Context: an optimization exercise on an open-source flow, tuned for small area and a short achievable clock period. The choices shown serve that exercise and are no tape-out recipe. Function not checked in this run: the RTL went through the layout flow alone. Power is estimated from default activity; no workload was simulated.

<file path="flow/design.v">
module vedicmult_16bit(input [15:0] a, b,
input clk, reset,
output reg [31:0] out);
wire pp0_0;
wire pp0_1;
wire pp0_2;
wire pp0_3;
wire pp0_4;
wire pp0_5;
wire pp0_6;
wire pp0_7;
wire pp0_8;
wire pp0_9;
wire pp0_10;
wire pp0_11;
wire pp0_12;
wire pp0_13;
wire pp0_14;
wire pp0_15;
wire pp1_0;
wire pp1_1;
wire pp1_2;
wire pp1_3;
wire pp1_4;
wire pp1_5;
wire pp1_6;
wire pp1_7;
wire pp1_8;
wire pp1_9;
wire pp1_10;
wire pp1_11;
wire pp1_12;
wire pp1_13;
wire pp1_14;
wire pp1_15;
wire pp2_0;
wire pp2_1;
wire pp2_2;
wire pp2_3;
wire pp2_4;
wire pp2_5;
wire pp2_6;
wire pp2_7;
wire pp2_8;
wire pp2_9;
wire pp2_10;
wire pp2_11;
wire pp2_12;
wire pp2_13;
wire pp2_14;
wire pp2_15;
wire pp3_0;
wire pp3_1;
wire pp3_2;
wire pp3_3;
wire pp3_4;
wire pp3_5;
wire pp3_6;
wire pp3_7;
wire pp3_8;
wire pp3_9;
wire pp3_10;
wire pp3_11;
wire pp3_12;
wire pp3_13;
wire pp3_14;
wire pp3_15;
wire pp4_0;
wire pp4_1;
wire pp4_2;
wire pp4_3;
wire pp4_4;
wire pp4_5;
wire pp4_6;
wire pp4_7;
wire pp4_8;
wire pp4_9;
wire pp4_10;
wire pp4_11;
wire pp4_12;
wire pp4_13;
wire pp4_14;
wire pp4_15;
wire pp5_0;
wire pp5_1;
wire pp5_2;
wire pp5_3;
wire pp5_4;
wire pp5_5;
wire pp5_6;
wire pp5_7;
wire pp5_8;
wire pp5_9;
wire pp5_10;
wire pp5_11;
wire pp5_12;
wire pp5_13;
wire pp5_14;
wire pp5_15;
wire pp6_0;
wire pp6_1;
wire pp6_2;
wire pp6_3;
wire pp6_4;
wire pp6_5;
wire pp6_6;
wire pp6_7;
wire pp6_8;
wire pp6_9;
wire pp6_10;
wire pp6_11;
wire pp6_12;
wire pp6_13;
wire pp6_14;
wire pp6_15;
wire pp7_0;
wire pp7_1;
wire pp7_2;
wire pp7_3;
wire pp7_4;
wire pp7_5;
wire pp7_6;
wire pp7_7;
wire pp7_8;
wire pp7_9;
wire pp7_10;
wire pp7_11;
wire pp7_12;
wire pp7_13;
wire pp7_14;
wire pp7_15;
wire pp8_0;
wire pp8_1;
wire pp8_2;
wire pp8_3;
wire pp8_4;
wire pp8_5;
wire pp8_6;
wire pp8_7;
wire pp8_8;
wire pp8_9;
wire pp8_10;
wire pp8_11;
wire pp8_12;
wire pp8_13;
wire pp8_14;
wire pp8_15;
wire pp9_0;
wire pp9_1;
wire pp9_2;
wire pp9_3;
wire pp9_4;
wire pp9_5;
wire pp9_6;
wire pp9_7;
wire pp9_8;
wire pp9_9;
wire pp9_10;
wire pp9_11;
wire pp9_12;
wire pp9_13;
wire pp9_14;
wire pp9_15;
wire pp10_0;
wire pp10_1;
wire pp10_2;
wire pp10_3;
wire pp10_4;
wire pp10_5;
wire pp10_6;
wire pp10_7;
wire pp10_8;
wire pp10_9;
wire pp10_10;
wire pp10_11;
wire pp10_12;
wire pp10_13;
wire pp10_14;
wire pp10_15;
wire pp11_0;
wire pp11_1;
wire pp11_2;
wire pp11_3;
wire pp11_4;
wire pp11_5;
wire pp11_6;
wire pp11_7;
wire pp11_8;
wire pp11_9;
wire pp11_10;
wire pp11_11;
wire pp11_12;
wire pp11_13;
wire pp11_14;
wire pp11_15;
wire pp12_0;
wire pp12_1;
wire pp12_2;
wire pp12_3;
wire pp12_4;
wire pp12_5;
wire pp12_6;
wire pp12_7;
wire pp12_8;
wire pp12_9;
wire pp12_10;
wire pp12_11;
wire pp12_12;
wire pp12_13;
wire pp12_14;
wire pp12_15;
wire pp13_0;
wire pp13_1;
wire pp13_2;
wire pp13_3;
wire pp13_4;
wire pp13_5;
wire pp13_6;
wire pp13_7;
wire pp13_8;
wire pp13_9;
wire pp13_10;
wire pp13_11;
wire pp13_12;
wire pp13_13;
wire pp13_14;
wire pp13_15;
wire pp14_0;
wire pp14_1;
wire pp14_2;
wire pp14_3;
wire pp14_4;
wire pp14_5;
wire pp14_6;
wire pp14_7;
wire pp14_8;
wire pp14_9;
wire pp14_10;
wire pp14_11;
wire pp14_12;
wire pp14_13;
wire pp14_14;
wire pp14_15;
wire pp15_0;
wire pp15_1;
wire pp15_2;
wire pp15_3;
wire pp15_4;
wire pp15_5;
wire pp15_6;
wire pp15_7;
wire pp15_8;
wire pp15_9;
wire pp15_10;
wire pp15_11;
wire pp15_12;
wire pp15_13;
wire pp15_14;
wire pp15_15;
wire s1;
wire c2;
wire s3;
wire c4;
wire s5;
wire c6;
wire s7;
wire c8;
wire s9;
wire c10;
wire s11;
wire c12;
wire s13;
wire c14;
wire s15;
wire c16;
wire s17;
wire c18;
wire s19;
wire c20;
wire s21;
wire c22;
wire s23;
wire c24;
wire s25;
wire c26;
wire s27;
wire c28;
wire s29;
wire c30;
wire s31;
wire c32;
wire s33;
wire c34;
wire s35;
wire c36;
wire s37;
wire c38;
wire s39;
wire c40;
wire s41;
wire c42;
wire s43;
wire c44;
wire s45;
wire c46;
wire s47;
wire c48;
wire s49;
wire c50;
wire s51;
wire c52;
wire s53;
wire c54;
wire s55;
wire c56;
wire s57;
wire c58;
wire s59;
wire c60;
wire s61;
wire c62;
wire s63;
wire c64;
wire s65;
wire c66;
wire s67;
wire c68;
wire s69;
wire c70;
wire s71;
wire c72;
wire s73;
wire c74;
wire s75;
wire c76;
wire s77;
wire c78;
wire s79;
wire c80;
wire s81;
wire c82;
wire s83;
wire c84;
wire s85;
wire c86;
wire s87;
wire c88;
wire s89;
wire c90;
wire s91;
wire c92;
wire s93;
wire c94;
wire s95;
wire c96;
wire s97;
wire c98;
wire s99;
wire c100;
wire s101;
wire c102;
wire s103;
wire c104;
wire s105;
wire c106;
wire s107;
wire c108;
wire s109;
wire c110;
wire s111;
wire c112;
wire s113;
wire c114;
wire s115;
wire c116;
wire s117;
wire c118;
wire s119;
wire c120;
wire s121;
wire c122;
wire s123;
wire c124;
wire s125;
wire c126;
wire s127;
wire c128;
wire s129;
wire c130;
wire s131;
wire c132;
wire s133;
wire c134;
wire s135;
wire c136;
wire s137;
wire c138;
wire s139;
wire c140;
wire s141;
wire c142;
wire s143;
wire c144;
wire s145;
wire c146;
wire s147;
wire c148;
wire s149;
wire c150;
wire s151;
wire c152;
wire s153;
wire c154;
wire s155;
wire c156;
wire s157;
wire c158;
wire s159;
wire c160;
wire s161;
wire c162;
wire s163;
wire c164;
wire s165;
wire c166;
wire s167;
wire c168;
wire s169;
wire c170;
wire s171;
wire c172;
wire s173;
wire c174;
wire s175;
wire c176;
wire s177;
wire c178;
wire s179;
wire c180;
wire s181;
wire c182;
wire s183;
wire c184;
wire s185;
wire c186;
wire s187;
wire c188;
wire s189;
wire c190;
wire s191;
wire c192;
wire s193;
wire c194;
wire s195;
wire c196;
wire s197;
wire c198;
wire s199;
wire c200;
wire s201;
wire c202;
wire s203;
wire c204;
wire s205;
wire c206;
wire s207;
wire c208;
wire s209;
wire c210;
wire s211;
wire c212;
wire s213;
wire c214;
wire s215;
wire c216;
wire s217;
wire c218;
wire s219;
wire c220;
wire s221;
wire c222;
wire s223;
wire c224;
wire s225;
wire c226;
wire s227;
wire c228;
wire s229;
wire c230;
wire s231;
wire c232;
wire s233;
wire c234;
wire s235;
wire c236;
wire s237;
wire c238;
wire s239;
wire c240;
wire s241;
wire c242;
wire s243;
wire c244;
wire s245;
wire c246;
wire s247;
wire c248;
wire s249;
wire c250;
wire s251;
wire c252;
wire s253;
wire c254;
wire s255;
wire c256;
wire s257;
wire c258;
wire s259;
wire c260;
wire s261;
wire c262;
wire s263;
wire c264;
wire s265;
wire c266;
wire s267;
wire c268;
wire s269;
wire c270;
wire s271;
wire c272;
wire s273;
wire c274;
wire s275;
wire c276;
wire s277;
wire c278;
wire s279;
wire c280;
wire s281;
wire c282;
wire s283;
wire c284;
wire s285;
wire c286;
wire s287;
wire c288;
wire s289;
wire c290;
wire s291;
wire c292;
wire s293;
wire c294;
wire s295;
wire c296;
wire s297;
wire c298;
wire s299;
wire c300;
wire s301;
wire c302;
wire s303;
wire c304;
wire s305;
wire c306;
wire s307;
wire c308;
wire s309;
wire c310;
wire s311;
wire c312;
wire s313;
wire c314;
wire s315;
wire c316;
wire s317;
wire c318;
wire s319;
wire c320;
wire s321;
wire c322;
wire s323;
wire c324;
wire s325;
wire c326;
wire s327;
wire c328;
wire s329;
wire c330;
wire s331;
wire c332;
wire s333;
wire c334;
wire s335;
wire c336;
wire s337;
wire c338;
wire s339;
wire c340;
wire s341;
wire c342;
wire s343;
wire c344;
wire s345;
wire c346;
wire s347;
wire c348;
wire s349;
wire c350;
wire s351;
wire c352;
wire s353;
wire c354;
wire s355;
wire c356;
wire s357;
wire c358;
wire s359;
wire c360;
wire s361;
wire c362;
wire s363;
wire c364;
wire s365;
wire c366;
wire s367;
wire c368;
wire s369;
wire c370;
wire s371;
wire c372;
wire s373;
wire c374;
wire s375;
wire c376;
wire s377;
wire c378;
wire s379;
wire c380;
wire s381;
wire c382;
wire s383;
wire c384;
wire s385;
wire c386;
wire s387;
wire c388;
wire s389;
wire c390;
wire s391;
wire c392;
wire s393;
wire c394;
wire s395;
wire c396;
wire s397;
wire c398;
wire s399;
wire c400;
wire s401;
wire c402;
wire s403;
wire c404;
wire s405;
wire c406;
wire s407;
wire c408;
wire s409;
wire c410;
wire s411;
wire c412;
wire s413;
wire c414;
wire s415;
wire c416;
wire s417;
wire c418;
wire s419;
wire c420;
wire s421;
wire c422;
wire s423;
wire c424;
wire s425;
wire c426;
wire s427;
wire c428;
wire s429;
wire c430;
wire s431;
wire c432;
wire s433;
wire c434;
wire s435;
wire c436;
wire ci437;
wire p438;
wire g439;
wire p440;
wire p441;
wire g442;
wire p443;
wire p444;
wire g445;
wire p446;
wire p447;
wire p448;
wire g449;
wire p450;
wire g451;
wire p452;
wire g453;
wire p454;
wire g455;
wire p456;
wire g457;
wire p458;
wire g459;
wire p460;
wire g461;
wire p462;
wire g463;
wire p464;
wire g465;
wire p466;
wire g467;
wire p468;
wire g469;
wire p470;
wire g471;
wire p472;
wire g473;
wire p474;
wire g475;
wire p476;
wire p477;
wire g478;
wire g479;
wire p480;
wire g481;
wire p482;
wire g483;
wire p484;
wire g485;
wire p486;
wire g487;
wire p488;
wire g489;
wire p490;
wire g491;
wire p492;
wire g493;
wire p494;
wire g495;
wire p496;
wire g497;
wire p498;
wire g499;
wire p500;
wire g501;
wire p502;
wire g503;
wire p504;
wire g505;
wire p506;
wire g507;
wire p508;
wire g509;
wire p510;
wire g511;
wire p512;
wire g513;
wire p514;
wire g515;
wire p516;
wire g517;
wire p518;
wire g519;
wire p520;
wire g521;
wire p522;
wire g523;
wire p524;
wire g525;
wire p526;
wire g527;
wire p528;
wire g529;
wire p530;
wire g531;
wire p532;
wire g533;
wire p534;
wire g535;
wire p536;
wire g537;
wire p538;
wire g539;
wire p540;
wire g541;
wire p542;
wire g543;
wire p544;
wire g545;
wire p546;
wire g547;
wire p548;
wire g549;
wire p550;
wire g551;
wire p552;
wire g553;
wire p554;
wire g555;
wire p556;
wire g557;
wire p558;
wire g559;
wire p560;
wire g561;
wire p562;
wire g563;
wire p564;
wire g565;
wire p566;
wire g567;
wire p568;
wire g569;
wire p570;
wire g571;
wire p572;
wire g573;
wire p574;
wire o575;
wire o576;
wire o577;
wire o578;
wire o579;
wire o580;
wire o581;
wire o582;
wire o583;
wire o584;
wire o585;
wire o586;
wire o587;
wire o588;
wire o589;
wire o590;
wire o591;
wire o592;
wire o593;
wire o594;
wire o595;
wire o596;
wire o597;
assign pp0_0 = ~(a[0] & b[0]);
assign pp0_1 = ~(a[1] & b[0]);
assign pp0_2 = ~(a[2] & b[0]);
assign pp0_3 = ~(a[3] & b[0]);
assign pp0_4 = ~(a[4] & b[0]);
assign pp0_5 = ~(a[5] & b[0]);
assign pp0_6 = ~(a[6] & b[0]);
assign pp0_7 = ~(a[7] & b[0]);
assign pp0_8 = ~(a[8] & b[0]);
assign pp0_9 = ~(a[9] & b[0]);
assign pp0_10 = ~(a[10] & b[0]);
assign pp0_11 = ~(a[11] & b[0]);
assign pp0_12 = ~(a[12] & b[0]);
assign pp0_13 = ~(a[13] & b[0]);
assign pp0_14 = ~(a[14] & b[0]);
assign pp0_15 = ~(a[15] & b[0]);
assign pp1_0 = ~(a[0] & b[1]);
assign pp1_1 = ~(a[1] & b[1]);
assign pp1_2 = ~(a[2] & b[1]);
assign pp1_3 = ~(a[3] & b[1]);
assign pp1_4 = ~(a[4] & b[1]);
assign pp1_5 = ~(a[5] & b[1]);
assign pp1_6 = ~(a[6] & b[1]);
assign pp1_7 = ~(a[7] & b[1]);
assign pp1_8 = ~(a[8] & b[1]);
assign pp1_9 = ~(a[9] & b[1]);
assign pp1_10 = ~(a[10] & b[1]);
assign pp1_11 = ~(a[11] & b[1]);
assign pp1_12 = ~(a[12] & b[1]);
assign pp1_13 = ~(a[13] & b[1]);
assign pp1_14 = ~(a[14] & b[1]);
assign pp1_15 = ~(a[15] & b[1]);
assign pp2_0 = ~(a[0] & b[2]);
assign pp2_1 = ~(a[1] & b[2]);
assign pp2_2 = ~(a[2] & b[2]);
assign pp2_3 = ~(a[3] & b[2]);
assign pp2_4 = ~(a[4] & b[2]);
assign pp2_5 = ~(a[5] & b[2]);
assign pp2_6 = ~(a[6] & b[2]);
assign pp2_7 = ~(a[7] & b[2]);
assign pp2_8 = ~(a[8] & b[2]);
assign pp2_9 = ~(a[9] & b[2]);
assign pp2_10 = ~(a[10] & b[2]);
assign pp2_11 = ~(a[11] & b[2]);
assign pp2_12 = ~(a[12] & b[2]);
assign pp2_13 = ~(a[13] & b[2]);
assign pp2_14 = ~(a[14] & b[2]);
assign pp2_15 = ~(a[15] & b[2]);
assign pp3_0 = ~(a[0] & b[3]);
assign pp3_1 = ~(a[1] & b[3]);
assign pp3_2 = ~(a[2] & b[3]);
assign pp3_3 = ~(a[3] & b[3]);
assign pp3_4 = ~(a[4] & b[3]);
assign pp3_5 = ~(a[5] & b[3]);
assign pp3_6 = ~(a[6] & b[3]);
assign pp3_7 = ~(a[7] & b[3]);
assign pp3_8 = ~(a[8] & b[3]);
assign pp3_9 = ~(a[9] & b[3]);
assign pp3_10 = ~(a[10] & b[3]);
assign pp3_11 = ~(a[11] & b[3]);
assign pp3_12 = ~(a[12] & b[3]);
assign pp3_13 = ~(a[13] & b[3]);
assign pp3_14 = ~(a[14] & b[3]);
assign pp3_15 = ~(a[15] & b[3]);
assign pp4_0 = ~(a[0] & b[4]);
assign pp4_1 = ~(a[1] & b[4]);
assign pp4_2 = ~(a[2] & b[4]);
assign pp4_3 = ~(a[3] & b[4]);
assign pp4_4 = ~(a[4] & b[4]);
assign pp4_5 = ~(a[5] & b[4]);
assign pp4_6 = ~(a[6] & b[4]);
assign pp4_7 = ~(a[7] & b[4]);
assign pp4_8 = ~(a[8] & b[4]);
assign pp4_9 = ~(a[9] & b[4]);
assign pp4_10 = ~(a[10] & b[4]);
assign pp4_11 = ~(a[11] & b[4]);
assign pp4_12 = ~(a[12] & b[4]);
assign pp4_13 = ~(a[13] & b[4]);
assign pp4_14 = ~(a[14] & b[4]);
assign pp4_15 = ~(a[15] & b[4]);
assign pp5_0 = ~(a[0] & b[5]);
assign pp5_1 = ~(a[1] & b[5]);
assign pp5_2 = ~(a[2] & b[5]);
assign pp5_3 = ~(a[3] & b[5]);
assign pp5_4 = ~(a[4] & b[5]);
assign pp5_5 = ~(a[5] & b[5]);
assign pp5_6 = ~(a[6] & b[5]);
assign pp5_7 = ~(a[7] & b[5]);
assign pp5_8 = ~(a[8] & b[5]);
assign pp5_9 = ~(a[9] & b[5]);
assign pp5_10 = ~(a[10] & b[5]);
assign pp5_11 = ~(a[11] & b[5]);
assign pp5_12 = ~(a[12] & b[5]);
assign pp5_13 = ~(a[13] & b[5]);
assign pp5_14 = ~(a[14] & b[5]);
assign pp5_15 = ~(a[15] & b[5]);
assign pp6_0 = ~(a[0] & b[6]);
assign pp6_1 = ~(a[1] & b[6]);
assign pp6_2 = ~(a[2] & b[6]);
assign pp6_3 = ~(a[3] & b[6]);
assign pp6_4 = ~(a[4] & b[6]);
assign pp6_5 = ~(a[5] & b[6]);
assign pp6_6 = ~(a[6] & b[6]);
assign pp6_7 = ~(a[7] & b[6]);
assign pp6_8 = ~(a[8] & b[6]);
assign pp6_9 = ~(a[9] & b[6]);
assign pp6_10 = ~(a[10] & b[6]);
assign pp6_11 = ~(a[11] & b[6]);
assign pp6_12 = ~(a[12] & b[6]);
assign pp6_13 = ~(a[13] & b[6]);
assign pp6_14 = ~(a[14] & b[6]);
assign pp6_15 = ~(a[15] & b[6]);
assign pp7_0 = ~(a[0] & b[7]);
assign pp7_1 = ~(a[1] & b[7]);
assign pp7_2 = ~(a[2] & b[7]);
assign pp7_3 = ~(a[3] & b[7]);
assign pp7_4 = ~(a[4] & b[7]);
assign pp7_5 = ~(a[5] & b[7]);
assign pp7_6 = ~(a[6] & b[7]);
assign pp7_7 = ~(a[7] & b[7]);
assign pp7_8 = ~(a[8] & b[7]);
assign pp7_9 = ~(a[9] & b[7]);
assign pp7_10 = ~(a[10] & b[7]);
assign pp7_11 = ~(a[11] & b[7]);
assign pp7_12 = ~(a[12] & b[7]);
assign pp7_13 = ~(a[13] & b[7]);
assign pp7_14 = ~(a[14] & b[7]);
assign pp7_15 = ~(a[15] & b[7]);
assign pp8_0 = ~(a[0] & b[8]);
assign pp8_1 = ~(a[1] & b[8]);
assign pp8_2 = ~(a[2] & b[8]);
assign pp8_3 = ~(a[3] & b[8]);
assign pp8_4 = ~(a[4] & b[8]);
assign pp8_5 = ~(a[5] & b[8]);
assign pp8_6 = ~(a[6] & b[8]);
assign pp8_7 = ~(a[7] & b[8]);
assign pp8_8 = ~(a[8] & b[8]);
assign pp8_9 = ~(a[9] & b[8]);
assign pp8_10 = ~(a[10] & b[8]);
assign pp8_11 = ~(a[11] & b[8]);
assign pp8_12 = ~(a[12] & b[8]);
assign pp8_13 = ~(a[13] & b[8]);
assign pp8_14 = ~(a[14] & b[8]);
assign pp8_15 = ~(a[15] & b[8]);
assign pp9_0 = ~(a[0] & b[9]);
assign pp9_1 = ~(a[1] & b[9]);
assign pp9_2 = ~(a[2] & b[9]);
assign pp9_3 = ~(a[3] & b[9]);
assign pp9_4 = ~(a[4] & b[9]);
assign pp9_5 = ~(a[5] & b[9]);
assign pp9_6 = ~(a[6] & b[9]);
assign pp9_7 = ~(a[7] & b[9]);
assign pp9_8 = ~(a[8] & b[9]);
assign pp9_9 = ~(a[9] & b[9]);
assign pp9_10 = ~(a[10] & b[9]);
assign pp9_11 = ~(a[11] & b[9]);
assign pp9_12 = ~(a[12] & b[9]);
assign pp9_13 = ~(a[13] & b[9]);
assign pp9_14 = ~(a[14] & b[9]);
assign pp9_15 = ~(a[15] & b[9]);
assign pp10_0 = ~(a[0] & b[10]);
assign pp10_1 = ~(a[1] & b[10]);
assign pp10_2 = ~(a[2] & b[10]);
assign pp10_3 = ~(a[3] & b[10]);
assign pp10_4 = ~(a[4] & b[10]);
assign pp10_5 = ~(a[5] & b[10]);
assign pp10_6 = ~(a[6] & b[10]);
assign pp10_7 = ~(a[7] & b[10]);
assign pp10_8 = ~(a[8] & b[10]);
assign pp10_9 = ~(a[9] & b[10]);
assign pp10_10 = ~(a[10] & b[10]);
assign pp10_11 = ~(a[11] & b[10]);
assign pp10_12 = ~(a[12] & b[10]);
assign pp10_13 = ~(a[13] & b[10]);
assign pp10_14 = ~(a[14] & b[10]);
assign pp10_15 = ~(a[15] & b[10]);
assign pp11_0 = ~(a[0] & b[11]);
assign pp11_1 = ~(a[1] & b[11]);
assign pp11_2 = ~(a[2] & b[11]);
assign pp11_3 = ~(a[3] & b[11]);
assign pp11_4 = ~(a[4] & b[11]);
assign pp11_5 = ~(a[5] & b[11]);
assign pp11_6 = ~(a[6] & b[11]);
assign pp11_7 = ~(a[7] & b[11]);
assign pp11_8 = ~(a[8] & b[11]);
assign pp11_9 = ~(a[9] & b[11]);
assign pp11_10 = ~(a[10] & b[11]);
assign pp11_11 = ~(a[11] & b[11]);
assign pp11_12 = ~(a[12] & b[11]);
assign pp11_13 = ~(a[13] & b[11]);
assign pp11_14 = ~(a[14] & b[11]);
assign pp11_15 = ~(a[15] & b[11]);
assign pp12_0 = ~(a[0] & b[12]);
assign pp12_1 = ~(a[1] & b[12]);
assign pp12_2 = ~(a[2] & b[12]);
assign pp12_3 = ~(a[3] & b[12]);
assign pp12_4 = ~(a[4] & b[12]);
assign pp12_5 = ~(a[5] & b[12]);
assign pp12_6 = ~(a[6] & b[12]);
assign pp12_7 = ~(a[7] & b[12]);
assign pp12_8 = ~(a[8] & b[12]);
assign pp12_9 = ~(a[9] & b[12]);
assign pp12_10 = ~(a[10] & b[12]);
assign pp12_11 = ~(a[11] & b[12]);
assign pp12_12 = ~(a[12] & b[12]);
assign pp12_13 = ~(a[13] & b[12]);
assign pp12_14 = ~(a[14] & b[12]);
assign pp12_15 = ~(a[15] & b[12]);
assign pp13_0 = ~(a[0] & b[13]);
assign pp13_1 = ~(a[1] & b[13]);
assign pp13_2 = ~(a[2] & b[13]);
assign pp13_3 = ~(a[3] & b[13]);
assign pp13_4 = ~(a[4] & b[13]);
assign pp13_5 = ~(a[5] & b[13]);
assign pp13_6 = ~(a[6] & b[13]);
assign pp13_7 = ~(a[7] & b[13]);
assign pp13_8 = ~(a[8] & b[13]);
assign pp13_9 = ~(a[9] & b[13]);
assign pp13_10 = ~(a[10] & b[13]);
assign pp13_11 = ~(a[11] & b[13]);
assign pp13_12 = ~(a[12] & b[13]);
assign pp13_13 = ~(a[13] & b[13]);
assign pp13_14 = ~(a[14] & b[13]);
assign pp13_15 = ~(a[15] & b[13]);
assign pp14_0 = ~(a[0] & b[14]);
assign pp14_1 = ~(a[1] & b[14]);
assign pp14_2 = ~(a[2] & b[14]);
assign pp14_3 = ~(a[3] & b[14]);
assign pp14_4 = ~(a[4] & b[14]);
assign pp14_5 = ~(a[5] & b[14]);
assign pp14_6 = ~(a[6] & b[14]);
assign pp14_7 = ~(a[7] & b[14]);
assign pp14_8 = ~(a[8] & b[14]);
assign pp14_9 = ~(a[9] & b[14]);
assign pp14_10 = ~(a[10] & b[14]);
assign pp14_11 = ~(a[11] & b[14]);
assign pp14_12 = ~(a[12] & b[14]);
assign pp14_13 = ~(a[13] & b[14]);
assign pp14_14 = ~(a[14] & b[14]);
assign pp14_15 = ~(a[15] & b[14]);
assign pp15_0 = ~(a[0] & b[15]);
assign pp15_1 = ~(a[1] & b[15]);
assign pp15_2 = ~(a[2] & b[15]);
assign pp15_3 = ~(a[3] & b[15]);
assign pp15_4 = ~(a[4] & b[15]);
assign pp15_5 = ~(a[5] & b[15]);
assign pp15_6 = ~(a[6] & b[15]);
assign pp15_7 = ~(a[7] & b[15]);
assign pp15_8 = ~(a[8] & b[15]);
assign pp15_9 = ~(a[9] & b[15]);
assign pp15_10 = ~(a[10] & b[15]);
assign pp15_11 = ~(a[11] & b[15]);
assign pp15_12 = ~(a[12] & b[15]);
assign pp15_13 = ~(a[13] & b[15]);
assign pp15_14 = ~(a[14] & b[15]);
assign pp15_15 = ~(a[15] & b[15]);
FA u_s1 (.x(pp0_2), .y(pp1_1), .z(pp2_0), .s(s1), .c(c2));
FA u_s3 (.x(pp0_3), .y(pp1_2), .z(pp2_1), .s(s3), .c(c4));
FA u_s5 (.x(pp3_0), .y(c2), .z(s3), .s(s5), .c(c6));
FA u_s7 (.x(pp0_4), .y(pp1_3), .z(pp2_2), .s(s7), .c(c8));
FA u_s9 (.x(pp3_1), .y(pp4_0), .z(c4), .s(s9), .c(c10));
FA u_s11 (.x(s7), .y(c6), .z(s9), .s(s11), .c(c12));
FA u_s13 (.x(pp0_5), .y(pp1_4), .z(pp2_3), .s(s13), .c(c14));
FA u_s15 (.x(pp3_2), .y(pp4_1), .z(pp5_0), .s(s15), .c(c16));
FA u_s17 (.x(c8), .y(s13), .z(s15), .s(s17), .c(c18));
FA u_s19 (.x(c10), .y(s17), .z(c12), .s(s19), .c(c20));
FA u_s21 (.x(pp0_6), .y(pp1_5), .z(pp2_4), .s(s21), .c(c22));
FA u_s23 (.x(pp3_3), .y(pp4_2), .z(pp5_1), .s(s23), .c(c24));
FA u_s25 (.x(pp6_0), .y(c14), .z(c16), .s(s25), .c(c26));
FA u_s27 (.x(s21), .y(s23), .z(c18), .s(s27), .c(c28));
FA u_s29 (.x(s25), .y(s27), .z(c20), .s(s29), .c(c30));
FA u_s31 (.x(pp0_7), .y(pp1_6), .z(pp2_5), .s(s31), .c(c32));
FA u_s33 (.x(pp3_4), .y(pp4_3), .z(pp5_2), .s(s33), .c(c34));
FA u_s35 (.x(pp6_1), .y(pp7_0), .z(c22), .s(s35), .c(c36));
FA u_s37 (.x(c24), .y(s31), .z(s33), .s(s37), .c(c38));
FA u_s39 (.x(c26), .y(s35), .z(s37), .s(s39), .c(c40));
FA u_s41 (.x(c28), .y(s39), .z(c30), .s(s41), .c(c42));
FA u_s43 (.x(pp0_8), .y(pp1_7), .z(pp2_6), .s(s43), .c(c44));
FA u_s45 (.x(pp3_5), .y(pp4_4), .z(pp5_3), .s(s45), .c(c46));
FA u_s47 (.x(pp6_2), .y(pp7_1), .z(pp8_0), .s(s47), .c(c48));
FA u_s49 (.x(c32), .y(c34), .z(s43), .s(s49), .c(c50));
FA u_s51 (.x(s45), .y(s47), .z(c36), .s(s51), .c(c52));
FA u_s53 (.x(c38), .y(s49), .z(s51), .s(s53), .c(c54));
HAN u_s55 (.x(c40), .y(s53), .s(s55), .c(c56));
FA u_s57 (.x(pp0_9), .y(pp1_8), .z(pp2_7), .s(s57), .c(c58));
FA u_s59 (.x(pp3_6), .y(pp4_5), .z(pp5_4), .s(s59), .c(c60));
FA u_s61 (.x(pp6_3), .y(pp7_2), .z(pp8_1), .s(s61), .c(c62));
FA u_s63 (.x(pp9_0), .y(c44), .z(c46), .s(s63), .c(c64));
FA u_s65 (.x(c48), .y(s57), .z(s59), .s(s65), .c(c66));
FA u_s67 (.x(s61), .y(c50), .z(s63), .s(s67), .c(c68));
FA u_s69 (.x(s65), .y(c52), .z(s67), .s(s69), .c(c70));
FA u_s71 (.x(c54), .y(s69), .z(c56), .s(s71), .c(c72));
FA u_s73 (.x(pp0_10), .y(pp1_9), .z(pp2_8), .s(s73), .c(c74));
FA u_s75 (.x(pp3_7), .y(pp4_6), .z(pp5_5), .s(s75), .c(c76));
FA u_s77 (.x(pp6_4), .y(pp7_3), .z(pp8_2), .s(s77), .c(c78));
FA u_s79 (.x(pp9_1), .y(pp10_0), .z(c58), .s(s79), .c(c80));
FA u_s81 (.x(c60), .y(c62), .z(s73), .s(s81), .c(c82));
FA u_s83 (.x(s75), .y(s77), .z(c64), .s(s83), .c(c84));
FA u_s85 (.x(s79), .y(c66), .z(s81), .s(s85), .c(c86));
FA u_s87 (.x(c68), .y(s83), .z(s85), .s(s87), .c(c88));
HAN u_s89 (.x(c70), .y(s87), .s(s89), .c(c90));
FA u_s91 (.x(pp0_11), .y(pp1_10), .z(pp2_9), .s(s91), .c(c92));
FA u_s93 (.x(pp3_8), .y(pp4_7), .z(pp5_6), .s(s93), .c(c94));
FA u_s95 (.x(pp6_5), .y(pp7_4), .z(pp8_3), .s(s95), .c(c96));
FA u_s97 (.x(pp9_2), .y(pp10_1), .z(pp11_0), .s(s97), .c(c98));
FA u_s99 (.x(c74), .y(c76), .z(c78), .s(s99), .c(c100));
FA u_s101 (.x(s91), .y(s93), .z(s95), .s(s101), .c(c102));
FA u_s103 (.x(s97), .y(c80), .z(c82), .s(s103), .c(c104));
FA u_s105 (.x(s99), .y(s101), .z(c84), .s(s105), .c(c106));
FA u_s107 (.x(s103), .y(c86), .z(s105), .s(s107), .c(c108));
FA u_s109 (.x(c88), .y(c90), .z(s107), .s(s109), .c(c110));
FA u_s111 (.x(pp0_12), .y(pp1_11), .z(pp2_10), .s(s111), .c(c112));
FA u_s113 (.x(pp3_9), .y(pp4_8), .z(pp5_7), .s(s113), .c(c114));
FA u_s115 (.x(pp6_6), .y(pp7_5), .z(pp8_4), .s(s115), .c(c116));
FA u_s117 (.x(pp9_3), .y(pp10_2), .z(pp11_1), .s(s117), .c(c118));
FA u_s119 (.x(pp12_0), .y(c92), .z(c94), .s(s119), .c(c120));
FA u_s121 (.x(c96), .y(c98), .z(s111), .s(s121), .c(c122));
FA u_s123 (.x(s113), .y(s115), .z(s117), .s(s123), .c(c124));
FA u_s125 (.x(c100), .y(c102), .z(s119), .s(s125), .c(c126));
FA u_s127 (.x(s121), .y(s123), .z(c104), .s(s127), .c(c128));
FA u_s129 (.x(s125), .y(c106), .z(s127), .s(s129), .c(c130));
HAN u_s131 (.x(c108), .y(s129), .s(s131), .c(c132));
FA u_s133 (.x(pp0_13), .y(pp1_12), .z(pp2_11), .s(s133), .c(c134));
FA u_s135 (.x(pp3_10), .y(pp4_9), .z(pp5_8), .s(s135), .c(c136));
FA u_s137 (.x(pp6_7), .y(pp7_6), .z(pp8_5), .s(s137), .c(c138));
FA u_s139 (.x(pp9_4), .y(pp10_3), .z(pp11_2), .s(s139), .c(c140));
FA u_s141 (.x(pp12_1), .y(pp13_0), .z(c112), .s(s141), .c(c142));
FA u_s143 (.x(c114), .y(c116), .z(c118), .s(s143), .c(c144));
FA u_s145 (.x(s133), .y(s135), .z(s137), .s(s145), .c(c146));
FA u_s147 (.x(s139), .y(c120), .z(c122), .s(s147), .c(c148));
FA u_s149 (.x(s141), .y(c124), .z(s143), .s(s149), .c(c150));
FA u_s151 (.x(s145), .y(c126), .z(s147), .s(s151), .c(c152));
FA u_s153 (.x(s149), .y(c128), .z(s151), .s(s153), .c(c154));
FA u_s155 (.x(c130), .y(s153), .z(c132), .s(s155), .c(c156));
FA u_s157 (.x(pp0_14), .y(pp1_13), .z(pp2_12), .s(s157), .c(c158));
FA u_s159 (.x(pp3_11), .y(pp4_10), .z(pp5_9), .s(s159), .c(c160));
FA u_s161 (.x(pp6_8), .y(pp7_7), .z(pp8_6), .s(s161), .c(c162));
FA u_s163 (.x(pp9_5), .y(pp10_4), .z(pp11_3), .s(s163), .c(c164));
FA u_s165 (.x(pp12_2), .y(pp13_1), .z(pp14_0), .s(s165), .c(c166));
FA u_s167 (.x(c134), .y(c136), .z(c138), .s(s167), .c(c168));
FA u_s169 (.x(c140), .y(s157), .z(s159), .s(s169), .c(c170));
FA u_s171 (.x(s161), .y(s163), .z(s165), .s(s171), .c(c172));
FA u_s173 (.x(c142), .y(c144), .z(c146), .s(s173), .c(c174));
FA u_s175 (.x(s167), .y(s169), .z(s171), .s(s175), .c(c176));
FA u_s177 (.x(c148), .y(c150), .z(s173), .s(s177), .c(c178));
FA u_s179 (.x(s175), .y(c152), .z(s177), .s(s179), .c(c180));
HAN u_s181 (.x(c154), .y(s179), .s(s181), .c(c182));
FA u_s183 (.x(pp0_15), .y(pp1_14), .z(pp2_13), .s(s183), .c(c184));
FA u_s185 (.x(pp3_12), .y(pp4_11), .z(pp5_10), .s(s185), .c(c186));
FA u_s187 (.x(pp6_9), .y(pp7_8), .z(pp8_7), .s(s187), .c(c188));
FA u_s189 (.x(pp9_6), .y(pp10_5), .z(pp11_4), .s(s189), .c(c190));
FA u_s191 (.x(pp12_3), .y(pp13_2), .z(pp14_1), .s(s191), .c(c192));
FA u_s193 (.x(pp15_0), .y(c158), .z(c160), .s(s193), .c(c194));
FA u_s195 (.x(c162), .y(c164), .z(c166), .s(s195), .c(c196));
FA u_s197 (.x(s183), .y(s185), .z(s187), .s(s197), .c(c198));
FA u_s199 (.x(s189), .y(s191), .z(c168), .s(s199), .c(c200));
FA u_s201 (.x(c170), .y(c172), .z(s193), .s(s201), .c(c202));
FA u_s203 (.x(s195), .y(s197), .z(c174), .s(s203), .c(c204));
FA u_s205 (.x(s199), .y(s201), .z(c176), .s(s205), .c(c206));
FA u_s207 (.x(s203), .y(c178), .z(s205), .s(s207), .c(c208));
FA u_s209 (.x(c180), .y(s207), .z(c182), .s(s209), .c(c210));
FA u_s211 (.x(pp1_15), .y(pp2_14), .z(pp3_13), .s(s211), .c(c212));
FA u_s213 (.x(pp4_12), .y(pp5_11), .z(pp6_10), .s(s213), .c(c214));
FA u_s215 (.x(pp7_9), .y(pp8_8), .z(pp9_7), .s(s215), .c(c216));
FA u_s217 (.x(pp10_6), .y(pp11_5), .z(pp12_4), .s(s217), .c(c218));
FA u_s219 (.x(pp13_3), .y(pp14_2), .z(pp15_1), .s(s219), .c(c220));
FA u_s221 (.x(c184), .y(c186), .z(c188), .s(s221), .c(c222));
FA u_s223 (.x(c190), .y(c192), .z(s211), .s(s223), .c(c224));
FA u_s225 (.x(s213), .y(s215), .z(s217), .s(s225), .c(c226));
FA u_s227 (.x(s219), .y(c194), .z(c196), .s(s227), .c(c228));
FA u_s229 (.x(c198), .y(s221), .z(s223), .s(s229), .c(c230));
FA u_s231 (.x(s225), .y(c200), .z(c202), .s(s231), .c(c232));
FA u_s233 (.x(s227), .y(s229), .z(c204), .s(s233), .c(c234));
FA u_s235 (.x(s231), .y(c206), .z(s233), .s(s235), .c(c236));
FA u_s237 (.x(c208), .y(s235), .z(c210), .s(s237), .c(c238));
FA u_s239 (.x(pp2_15), .y(pp3_14), .z(pp4_13), .s(s239), .c(c240));
FA u_s241 (.x(pp5_12), .y(pp6_11), .z(pp7_10), .s(s241), .c(c242));
FA u_s243 (.x(pp8_9), .y(pp9_8), .z(pp10_7), .s(s243), .c(c244));
FA u_s245 (.x(pp11_6), .y(pp12_5), .z(pp13_4), .s(s245), .c(c246));
FA u_s247 (.x(pp14_3), .y(pp15_2), .z(c212), .s(s247), .c(c248));
FA u_s249 (.x(c214), .y(c216), .z(c218), .s(s249), .c(c250));
FA u_s251 (.x(c220), .y(s239), .z(s241), .s(s251), .c(c252));
FA u_s253 (.x(s243), .y(s245), .z(c222), .s(s253), .c(c254));
FA u_s255 (.x(c224), .y(s247), .z(c226), .s(s255), .c(c256));
FA u_s257 (.x(s249), .y(s251), .z(c228), .s(s257), .c(c258));
FA u_s259 (.x(s253), .y(c230), .z(s255), .s(s259), .c(c260));
FA u_s261 (.x(c232), .y(s257), .z(s259), .s(s261), .c(c262));
FA u_s263 (.x(c234), .y(s261), .z(c236), .s(s263), .c(c264));
FA u_s265 (.x(pp3_15), .y(pp4_14), .z(pp5_13), .s(s265), .c(c266));
FA u_s267 (.x(pp6_12), .y(pp7_11), .z(pp8_10), .s(s267), .c(c268));
FA u_s269 (.x(pp9_9), .y(pp10_8), .z(pp11_7), .s(s269), .c(c270));
FA u_s271 (.x(pp12_6), .y(pp13_5), .z(pp14_4), .s(s271), .c(c272));
FA u_s273 (.x(pp15_3), .y(c240), .z(c242), .s(s273), .c(c274));
FA u_s275 (.x(c244), .y(c246), .z(s265), .s(s275), .c(c276));
FA u_s277 (.x(s267), .y(s269), .z(s271), .s(s277), .c(c278));
FA u_s279 (.x(c248), .y(c250), .z(c252), .s(s279), .c(c280));
FA u_s281 (.x(s273), .y(s275), .z(s277), .s(s281), .c(c282));
FA u_s283 (.x(c254), .y(c256), .z(s279), .s(s283), .c(c284));
FA u_s285 (.x(s281), .y(c258), .z(c260), .s(s285), .c(c286));
FA u_s287 (.x(s283), .y(c262), .z(s285), .s(s287), .c(c288));
FA u_s289 (.x(pp4_15), .y(pp5_14), .z(pp6_13), .s(s289), .c(c290));
FA u_s291 (.x(pp7_12), .y(pp8_11), .z(pp9_10), .s(s291), .c(c292));
FA u_s293 (.x(pp10_9), .y(pp11_8), .z(pp12_7), .s(s293), .c(c294));
FA u_s295 (.x(pp13_6), .y(pp14_5), .z(pp15_4), .s(s295), .c(c296));
FA u_s297 (.x(c266), .y(c268), .z(c270), .s(s297), .c(c298));
FA u_s299 (.x(c272), .y(s289), .z(s291), .s(s299), .c(c300));
FA u_s301 (.x(s293), .y(s295), .z(c274), .s(s301), .c(c302));
FA u_s303 (.x(c276), .y(c278), .z(s297), .s(s303), .c(c304));
FA u_s305 (.x(s299), .y(c280), .z(s301), .s(s305), .c(c306));
FA u_s307 (.x(c282), .y(s303), .z(c284), .s(s307), .c(c308));
FA u_s309 (.x(s305), .y(c286), .z(s307), .s(s309), .c(c310));
FA u_s311 (.x(pp5_15), .y(pp6_14), .z(pp7_13), .s(s311), .c(c312));
FA u_s313 (.x(pp8_12), .y(pp9_11), .z(pp10_10), .s(s313), .c(c314));
FA u_s315 (.x(pp11_9), .y(pp12_8), .z(pp13_7), .s(s315), .c(c316));
FA u_s317 (.x(pp14_6), .y(pp15_5), .z(c290), .s(s317), .c(c318));
FA u_s319 (.x(c292), .y(c294), .z(c296), .s(s319), .c(c320));
FA u_s321 (.x(s311), .y(s313), .z(s315), .s(s321), .c(c322));
FA u_s323 (.x(c298), .y(s317), .z(c300), .s(s323), .c(c324));
FA u_s325 (.x(s319), .y(s321), .z(c302), .s(s325), .c(c326));
FA u_s327 (.x(c304), .y(s323), .z(s325), .s(s327), .c(c328));
FA u_s329 (.x(c306), .y(c308), .z(s327), .s(s329), .c(c330));
FA u_s331 (.x(pp6_15), .y(pp7_14), .z(pp8_13), .s(s331), .c(c332));
FA u_s333 (.x(pp9_12), .y(pp10_11), .z(pp11_10), .s(s333), .c(c334));
FA u_s335 (.x(pp12_9), .y(pp13_8), .z(pp14_7), .s(s335), .c(c336));
FA u_s337 (.x(pp15_6), .y(c312), .z(c314), .s(s337), .c(c338));
FA u_s339 (.x(c316), .y(s331), .z(s333), .s(s339), .c(c340));
FA u_s341 (.x(s335), .y(c318), .z(c320), .s(s341), .c(c342));
FA u_s343 (.x(c322), .y(s337), .z(s339), .s(s343), .c(c344));
FA u_s345 (.x(c324), .y(s341), .z(s343), .s(s345), .c(c346));
FA u_s347 (.x(c326), .y(s345), .z(c328), .s(s347), .c(c348));
FA u_s349 (.x(pp7_15), .y(pp8_14), .z(pp9_13), .s(s349), .c(c350));
FA u_s351 (.x(pp10_12), .y(pp11_11), .z(pp12_10), .s(s351), .c(c352));
FA u_s353 (.x(pp13_9), .y(pp14_8), .z(pp15_7), .s(s353), .c(c354));
FA u_s355 (.x(c332), .y(c334), .z(c336), .s(s355), .c(c356));
FA u_s357 (.x(s349), .y(s351), .z(s353), .s(s357), .c(c358));
FA u_s359 (.x(c338), .y(c340), .z(s355), .s(s359), .c(c360));
FA u_s361 (.x(s357), .y(c342), .z(c344), .s(s361), .c(c362));
FA u_s363 (.x(s359), .y(c346), .z(s361), .s(s363), .c(c364));
FA u_s365 (.x(pp8_15), .y(pp9_14), .z(pp10_13), .s(s365), .c(c366));
FA u_s367 (.x(pp11_12), .y(pp12_11), .z(pp13_10), .s(s367), .c(c368));
FA u_s369 (.x(pp14_9), .y(pp15_8), .z(c350), .s(s369), .c(c370));
FA u_s371 (.x(c352), .y(c354), .z(s365), .s(s371), .c(c372));
FA u_s373 (.x(s367), .y(c356), .z(s369), .s(s373), .c(c374));
FA u_s375 (.x(c358), .y(s371), .z(c360), .s(s375), .c(c376));
FA u_s377 (.x(s373), .y(c362), .z(s375), .s(s377), .c(c378));
FA u_s379 (.x(pp9_15), .y(pp10_14), .z(pp11_13), .s(s379), .c(c380));
FA u_s381 (.x(pp12_12), .y(pp13_11), .z(pp14_10), .s(s381), .c(c382));
FA u_s383 (.x(pp15_9), .y(c366), .z(c368), .s(s383), .c(c384));
FA u_s385 (.x(s379), .y(s381), .z(c370), .s(s385), .c(c386));
FA u_s387 (.x(c372), .y(s383), .z(s385), .s(s387), .c(c388));
FA u_s389 (.x(c374), .y(s387), .z(c376), .s(s389), .c(c390));
FA u_s391 (.x(pp10_15), .y(pp11_14), .z(pp12_13), .s(s391), .c(c392));
FA u_s393 (.x(pp13_12), .y(pp14_11), .z(pp15_10), .s(s393), .c(c394));
FA u_s395 (.x(c380), .y(c382), .z(s391), .s(s395), .c(c396));
FA u_s397 (.x(s393), .y(c384), .z(s395), .s(s397), .c(c398));
FA u_s399 (.x(c386), .y(s397), .z(c388), .s(s399), .c(c400));
FA u_s401 (.x(pp11_15), .y(pp12_14), .z(pp13_13), .s(s401), .c(c402));
FA u_s403 (.x(pp14_12), .y(pp15_11), .z(c392), .s(s403), .c(c404));
FA u_s405 (.x(c394), .y(s401), .z(c396), .s(s405), .c(c406));
FA u_s407 (.x(s403), .y(c398), .z(s405), .s(s407), .c(c408));
FA u_s409 (.x(pp12_15), .y(pp13_14), .z(pp14_13), .s(s409), .c(c410));
FA u_s411 (.x(pp15_12), .y(c402), .z(s409), .s(s411), .c(c412));
FA u_s413 (.x(c404), .y(s411), .z(c406), .s(s413), .c(c414));
FA u_s415 (.x(pp13_15), .y(pp14_14), .z(pp15_13), .s(s415), .c(c416));
FA u_s417 (.x(c410), .y(s415), .z(c412), .s(s417), .c(c418));
FA u_s419 (.x(pp14_15), .y(pp15_14), .z(c416), .s(s419), .c(c420));
HAN u_s421 (.x(pp0_1), .y(pp1_0), .s(s421), .c(c422));
HAN u_s423 (.x(s1), .y(c422), .s(s423), .c(c424));
HAN u_s425 (.x(s5), .y(c424), .s(s425), .c(c426));
HAN u_s427 (.x(s11), .y(c426), .s(s427), .c(c428));
HAN u_s429 (.x(s19), .y(c428), .s(s429), .c(c430));
HAN u_s431 (.x(s29), .y(c430), .s(s431), .c(c432));
HAN u_s433 (.x(s41), .y(c432), .s(s433), .c(c434));
FA u_s435 (.x(c42), .y(s55), .z(c434), .s(s435), .c(c436));
assign ci437 = ~c436;
assign p438 = ~s71;
assign g439 = ~c72 & ~s89;
assign p440 = ~c72 ^ ~s89;
assign p441 = ~s109;
assign g442 = ~c110 & ~s131;
assign p443 = ~c110 ^ ~s131;
assign p444 = ~s155;
assign g445 = ~c156 & ~s181;
assign p446 = ~c156 ^ ~s181;
assign p447 = ~s209;
assign p448 = ~s237;
assign g449 = ~c238 & ~s263;
assign p450 = ~c238 ^ ~s263;
assign g451 = ~c264 & ~s287;
assign p452 = ~c264 ^ ~s287;
assign g453 = ~c288 & ~s309;
assign p454 = ~c288 ^ ~s309;
assign g455 = ~c310 & ~s329;
assign p456 = ~c310 ^ ~s329;
assign g457 = ~c330 & ~s347;
assign p458 = ~c330 ^ ~s347;
assign g459 = ~c348 & ~s363;
assign p460 = ~c348 ^ ~s363;
assign g461 = ~c364 & ~s377;
assign p462 = ~c364 ^ ~s377;
assign g463 = ~c378 & ~s389;
assign p464 = ~c378 ^ ~s389;
assign g465 = ~c390 & ~s399;
assign p466 = ~c390 ^ ~s399;
assign g467 = ~c400 & ~s407;
assign p468 = ~c400 ^ ~s407;
assign g469 = ~c408 & ~s413;
assign p470 = ~c408 ^ ~s413;
assign g471 = ~c414 & ~s417;
assign p472 = ~c414 ^ ~s417;
assign g473 = ~c418 & ~s419;
assign p474 = ~c418 ^ ~s419;
assign g475 = ~pp15_15 & ~c420;
assign p476 = ~pp15_15 ^ ~c420;
assign p477 = 1'b0;
assign g478 = 1'b0 | (p438 & ci437);
assign g479 = g439 | (p440 & g478);
assign p480 = p440 & p438;
assign g481 = g442 | (p443 & 1'b0);
assign p482 = p443 & p441;
assign g483 = g445 | (p446 & 1'b0);
assign p484 = p446 & p444;
assign g485 = 1'b0 | (p448 & 1'b0);
assign p486 = p448 & p447;
assign g487 = g451 | (p452 & g449);
assign p488 = p452 & p450;
assign g489 = g455 | (p456 & g453);
assign p490 = p456 & p454;
assign g491 = g459 | (p460 & g457);
assign p492 = p460 & p458;
assign g493 = g463 | (p464 & g461);
assign p494 = p464 & p462;
assign g495 = g467 | (p468 & g465);
assign p496 = p468 & p466;
assign g497 = g471 | (p472 & g469);
assign p498 = p472 & p470;
assign g499 = g475 | (p476 & g473);
assign p500 = p476 & p474;
assign g501 = 1'b0 | (p441 & g479);
assign p502 = p441 & p480;
assign g503 = g481 | (p482 & g479);
assign p504 = p482 & p480;
assign g505 = 1'b0 | (p447 & g483);
assign p506 = p447 & p484;
assign g507 = g485 | (p486 & g483);
assign p508 = p486 & p484;
assign g509 = g453 | (p454 & g487);
assign p510 = p454 & p488;
assign g511 = g489 | (p490 & g487);
assign p512 = p490 & p488;
assign g513 = g461 | (p462 & g491);
assign p514 = p462 & p492;
assign g515 = g493 | (p494 & g491);
assign p516 = p494 & p492;
assign g517 = g469 | (p470 & g495);
assign p518 = p470 & p496;
assign g519 = g497 | (p498 & g495);
assign p520 = p498 & p496;
assign g521 = 1'b0 | (p477 & g499);
assign p522 = p477 & p500;
assign g523 = 1'b0 | (p444 & g503);
assign p524 = p444 & p504;
assign g525 = g483 | (p484 & g503);
assign p526 = p484 & p504;
assign g527 = g505 | (p506 & g503);
assign p528 = p506 & p504;
assign g529 = g507 | (p508 & g503);
assign p530 = p508 & p504;
assign g531 = g457 | (p458 & g511);
assign p532 = p458 & p512;
assign g533 = g491 | (p492 & g511);
assign p534 = p492 & p512;
assign g535 = g513 | (p514 & g511);
assign p536 = p514 & p512;
assign g537 = g515 | (p516 & g511);
assign p538 = p516 & p512;
assign g539 = g473 | (p474 & g519);
assign p540 = p474 & p520;
assign g541 = g499 | (p500 & g519);
assign p542 = p500 & p520;
assign g543 = g521 | (p522 & g519);
assign p544 = p522 & p520;
assign g545 = g449 | (p450 & g529);
assign p546 = p450 & p530;
assign g547 = g487 | (p488 & g529);
assign p548 = p488 & p530;
assign g549 = g509 | (p510 & g529);
assign p550 = p510 & p530;
assign g551 = g511 | (p512 & g529);
assign p552 = p512 & p530;
assign g553 = g531 | (p532 & g529);
assign p554 = p532 & p530;
assign g555 = g533 | (p534 & g529);
assign p556 = p534 & p530;
assign g557 = g535 | (p536 & g529);
assign p558 = p536 & p530;
assign g559 = g537 | (p538 & g529);
assign p560 = p538 & p530;
assign g561 = g465 | (p466 & g559);
assign p562 = p466 & p560;
assign g563 = g495 | (p496 & g559);
assign p564 = p496 & p560;
assign g565 = g517 | (p518 & g559);
assign p566 = p518 & p560;
assign g567 = g519 | (p520 & g559);
assign p568 = p520 & p560;
assign g569 = g539 | (p540 & g559);
assign p570 = p540 & p560;
assign g571 = g541 | (p542 & g559);
assign p572 = p542 & p560;
assign g573 = g543 | (p544 & g559);
assign p574 = p544 & p560;
assign o575 = p438 ^ ci437;
assign o576 = p440 ^ g478;
assign o577 = p441 ^ g479;
assign o578 = p443 ^ g501;
assign o579 = p444 ^ g503;
assign o580 = p446 ^ g523;
assign o581 = p447 ^ g525;
assign o582 = p448 ^ g527;
assign o583 = p450 ^ g529;
assign o584 = p452 ^ g545;
assign o585 = p454 ^ g547;
assign o586 = p456 ^ g549;
assign o587 = p458 ^ g551;
assign o588 = p460 ^ g553;
assign o589 = p462 ^ g555;
assign o590 = p464 ^ g557;
assign o591 = p466 ^ g559;
assign o592 = p468 ^ g561;
assign o593 = p470 ^ g563;
assign o594 = p472 ^ g565;
assign o595 = p474 ^ g567;
assign o596 = p476 ^ g569;
assign o597 = p477 ^ g571;
wire [31:0] prod = {o597, o596, o595, o594, o593, o592, o591, o590, o589, o588, o587, o586, o585, o584, o583, o582, o581, o580, o579, o578, o577, o576, o575, ~s435, ~s433, ~s431, ~s429, ~s427, ~s425, ~s423, ~s421, ~pp0_0};
always @(posedge clk) begin
  if (reset) out <= prod;
  else out <= 32'd0;
end
endmodule
module FA(input x, y, z, output s, c);
assign s = x ^ y ^ z;
assign c = (x & y) | (x & z) | (y & z);
endmodule
module HAN(input x, y, output s, c);
assign s = ~(x ^ y);
assign c = x | y;
endmodule
</file>
<file path="flow/run.sh">
#!/bin/bash
# synth_recipe.tcl (not shown) runs the flow's synth.tcl, then flattens the netlist and writes it again
# the make line also repeats each setting of config.mk as NAME=value (left out here)
make -C /OpenROAD-flow-scripts/flow DESIGN_CONFIG=/design/flow/config.mk WORK_HOME=/design/flow/orfs CLKGATE_MAP_FILE= SYNTH_SCRIPT=/design/flow/synth_recipe.tcl finish
</file>
<file path="flow/config.mk">
export PLATFORM = sky130hd
export DESIGN_NAME = vedicmult_16bit
export DESIGN_NICKNAME = vedicmult_16bit
export VERILOG_FILES = /design/flow/design.v
export SDC_FILE = /design/flow/constraint.sdc
export NUM_CORES = 4
export LEC_CHECK = 0
export CAP_MARGIN = 20
export CORE_MARGIN = 2
export CORE_UTILIZATION = 40
export SLEW_MARGIN = 20
export SYNTH_HIERARCHICAL = 1
export SYNTH_MINIMUM_KEEP_SIZE = 0
</file>
<file path="flow/constraint.sdc">
create_clock -name core_clock -period 17.0 [get_ports {clk}]
set_input_delay 3.4000 -clock core_clock [delete_from_list [all_inputs] [get_ports {clk}]]
set_output_delay 3.4000 -clock core_clock [all_outputs]
set_load 0.01 [all_outputs]
</file>
==> notes.md <==
P_leak 3.32 nW; largest net degree at the start of global routing 37; DR DRC count 0; routed vias 5326; Ys Warns 7; Primary FF master, synth dfxtp_1; vias in the first global route 6045; Synth area leaders fa_1, nand2_1, dfxtp_1; critical path endpoint category flip-flop; CP dominant cell by count fa_1; TritonCTS Buffers 5; Crit-path slowest cell clkdlybuf4s50_1; Max-Cap Viols 0; Finish-stage setup viols 0; Synthesized Nets 1049; Final Util 45.9%; root buf cell clkbuf_16; pwr/cell area 192 mW/mm^2; fin nets 1062; First-pass DRT Iterations 5; Avg WL per Cell 19.0 um; FMAX 102 MHz; Buffers on Ports 65; Tightest Pin Transition 0.902 ns; n_diodes 0; initial antenna violation count 0; minimum clock period 9.77 ns; Die W 140 um; post-synthesis register bit count 32; GRT Resource Usage Total 21.2%; CP Launch Type input port; Yosys cell types 37; Seq/Total Area, Yosys 8.68%; CTS tree done; initial drt markers 319; GP Congestion 0.859; Max clock buf depth 2; Syn Inst Count 775; Worst Hold Path Cells 4; arrival time worst endpoint 9.94 ns; global-route wire length before repair 32000 um; Die Y 140 um; GRT overflow 0; share of layout cells above drive strength 1 2.03%; fin crit share 57.5%; crit path kind input port to flip-flop; core footprint 0.0180 sq mm; initial cell density of the core 40.9%; biggest regs out (32); Resize count post-CTS 0; Row Count 49; via density per instance 5.23; clock transition at the registers of the reported paths 0.05 ns; placed cell area 0.00811 sq mm; status finished clean; RSZ-0062 raised after global routing no; TritonCTS Sinks 32; Biggest register out; Final Slew Violations 0; Die ar. 0.0196 sq mm; Antenna Violating Nets Remaining 0; Worst Hold Path EP out[28]; Slew HR 39.6%; H-tree depth 2; Critical Path RT 17.17 ns; Yosys top cell area share 57.0%; Detailed Route WL 19300 um; Final HPWL DP 14900 um; hold_buf cts 0; Hold Startpoint reset; Design Area, Final 0.00828 sq mm; I/O pins 66; VDD IR-drop max 0.158 mV; Mapped Area 0.00738 sq mm; FFs w/ async S/R, synth 0%; Final Hold Fails 0; Synth Area per Inst 9.52 sq um; Area Overhead vs Synth 12.2%; slowest stage delay, CP 0.88 ns; Max FO, Critical Path 16; most area-hungry cell type in the Yosys netlist fa_1; post-CTS setup buffer count 0; worst-path cell chain clkdlybuf4s50_1, nand2_1, fa_1, fa_1, fa_1, fa_1, fa_1, fa_1, inv_1, ha_1, inv_1, fa_1, inv_1, ha_1, fa_1, nand3b_1, a221oi_1, a32o_1, nor2_1, fa_1, xnor2_1, and2_1; Post-synth EDFFs 0; max reg flops 32; worst min path class input port to flip-flop; setup_tns 0 ns
==> Yosys stat by module (local to each module, per instance) <==
module / copies in the design / cells inside / flops+latches
HAN: 11 / 5 / 0
FA: 207 / 1 / 0
vedicmult_16bit: 1 / 513 / 32
==> how the worst max path moves through the flow <==
| stage | depth (start not counted) | end | slack [ns] | from |
|---|---|---|---|---|
| finish | 22 | out[26] | 7.23 | a[2] |
| global route | 22 | out[26] | 6.86 | b[1] |
| CTS | 22 | out[26] | 7.23 | a[2] |
| detailed placement | 22 | out[26] | 6.93 | a[2] |
| global placement | 22 | out[26] | 7.08 | a[3] |
| floorplan | 23 | out[26] | 7.85 | b[1] |
==> worst max-delay path, delay by kind of cell <==
family | cells | cell delay (ns)
fa+ha+maj | 11 | 3.98
compound gates | 2 | 0.82
buf+inv | 4 | 1.05
xor+xnor | 1 | 0.13
simple gates | 4 | 0.54
==> power breakdown <==
part           switching (mW)  total (mW)  internal (mW)  leakage (nW)
registers             0.00724       0.122          0.115         0.266
logic                   0.724        1.37          0.644          2.97
clock network          0.0311      0.0999         0.0688        0.0808
==> synthesized netlist by cell type (2+ instances only) <==
cell type and n:
nand2_1 262, fa_1 210, inv_1 86, clkbuf_1 64, dfxtp_1 32, ha_1 30, and2_1 17, nor2b_1 10
a21oi_1 9, xor2_1 6, o21ai_0 5, xnor2_1 5, nand3_1 4, nor2_1 4, a21o_1 3, and3_1 3
a21oi_2 2, mux2i_1 2, nand2b_1 2, nand3b_1 2
==> per-layer routing <==
layer / global-route usage (%) / share of wire, % / vias to the layer above
met3: 3.68 / 6.0 / 44
met5: 0 / 0 / -
met2: 37.1 / 51 / 201
li1: - / - / 2294
met1: 26.5 / 39 / 2787
met4: 7.68 / 3.8 / 0
==> kinds of logic after synthesis <==
kind of cell,synth area share [%]
adders and majority gates,62.1
xor gates and xnor gates,1.31
AOI/OAI and AO/OA,2.65
DFF,8.68
muxes,0.271
buffers and inverters,7.63
and+or+nand+nor,17.4
==> placed cells by master (no fill, tap or decap), types with 2 or more instances in the layout <==
master	count
nor2_1	4
inv_1	86
xnor2_1	5
clkdlybuf4s50_1	65
nand3b_1	2
a21o_1	3
xor2_1	6
ha_1	30
dfxtp_1	32
a21oi_2	2
buf_4	5
nand2_1	262
fa_1	210
nor2b_1	10
clkbuf_16	5
and3_1	3
nand3_1	4
a21oi_1	9
and2_1	17
mux2i_1	2
nand2b_1	2
o21ai_0	5
==> per-stage QoR <==
stage | hold WS [ns] | setup slack, ns | total power [mW] | std cells
floorplan | 3.55 | 7.85 | 1.15 | 775
global placement | 4.13 | 7.08 | 1.49 | 1010
detailed placement | 4.13 | 6.93 | 1.50 | 1010
CTS | 3.93 | 7.23 | 1.62 | 1018
global route | 3.96 | 6.86 | 1.81 | 1018
finish | 3.93 | 7.23 | 1.59 | 1018
==> layout make-up <==
type | instances | area (sq um)
Fill cell | 1771 | 9750
Sequential cell | 32 | 641
Clock buffer | 6 | 129
Timing Repair Buffer | 70 | 688
Inverter | 86 | 323
Clock inverter | 2 | 35.0
Tap cell | 229 | 287
Multi-Input combinational cell | 593 | 6180

==> static timing again, ports no longer ideal <==
In the flow no input, the clock included, has a driving cell. The finished layout below was timed again as built, in two steps. Step 1: set_driving_cell puts a clkbuf_16 on clk and a buf_2 on each other input, an assumption about the parent block. Step 2 adds t to the input delays and takes it off the output delays; t is the mean of the earliest and latest rising clock arrival at the registers after step 1. Input paths then give back, and output paths get back, about the clock's delay inside the block. Three values: ideal ports, drivers, drivers and shift; two values: the first two.
t, ns: 0.307
setup WS [ns]: 7.230 / 7.217 / 6.910
worst register clock-pin slew, ns: 0.05 / 0.05
worst data-port slew with drivers (ns): 0.05
After both steps this run still meets setup and hold. The setup slack of this run moves by -0.013 ns with the drivers and by -0.320 ns with both steps.
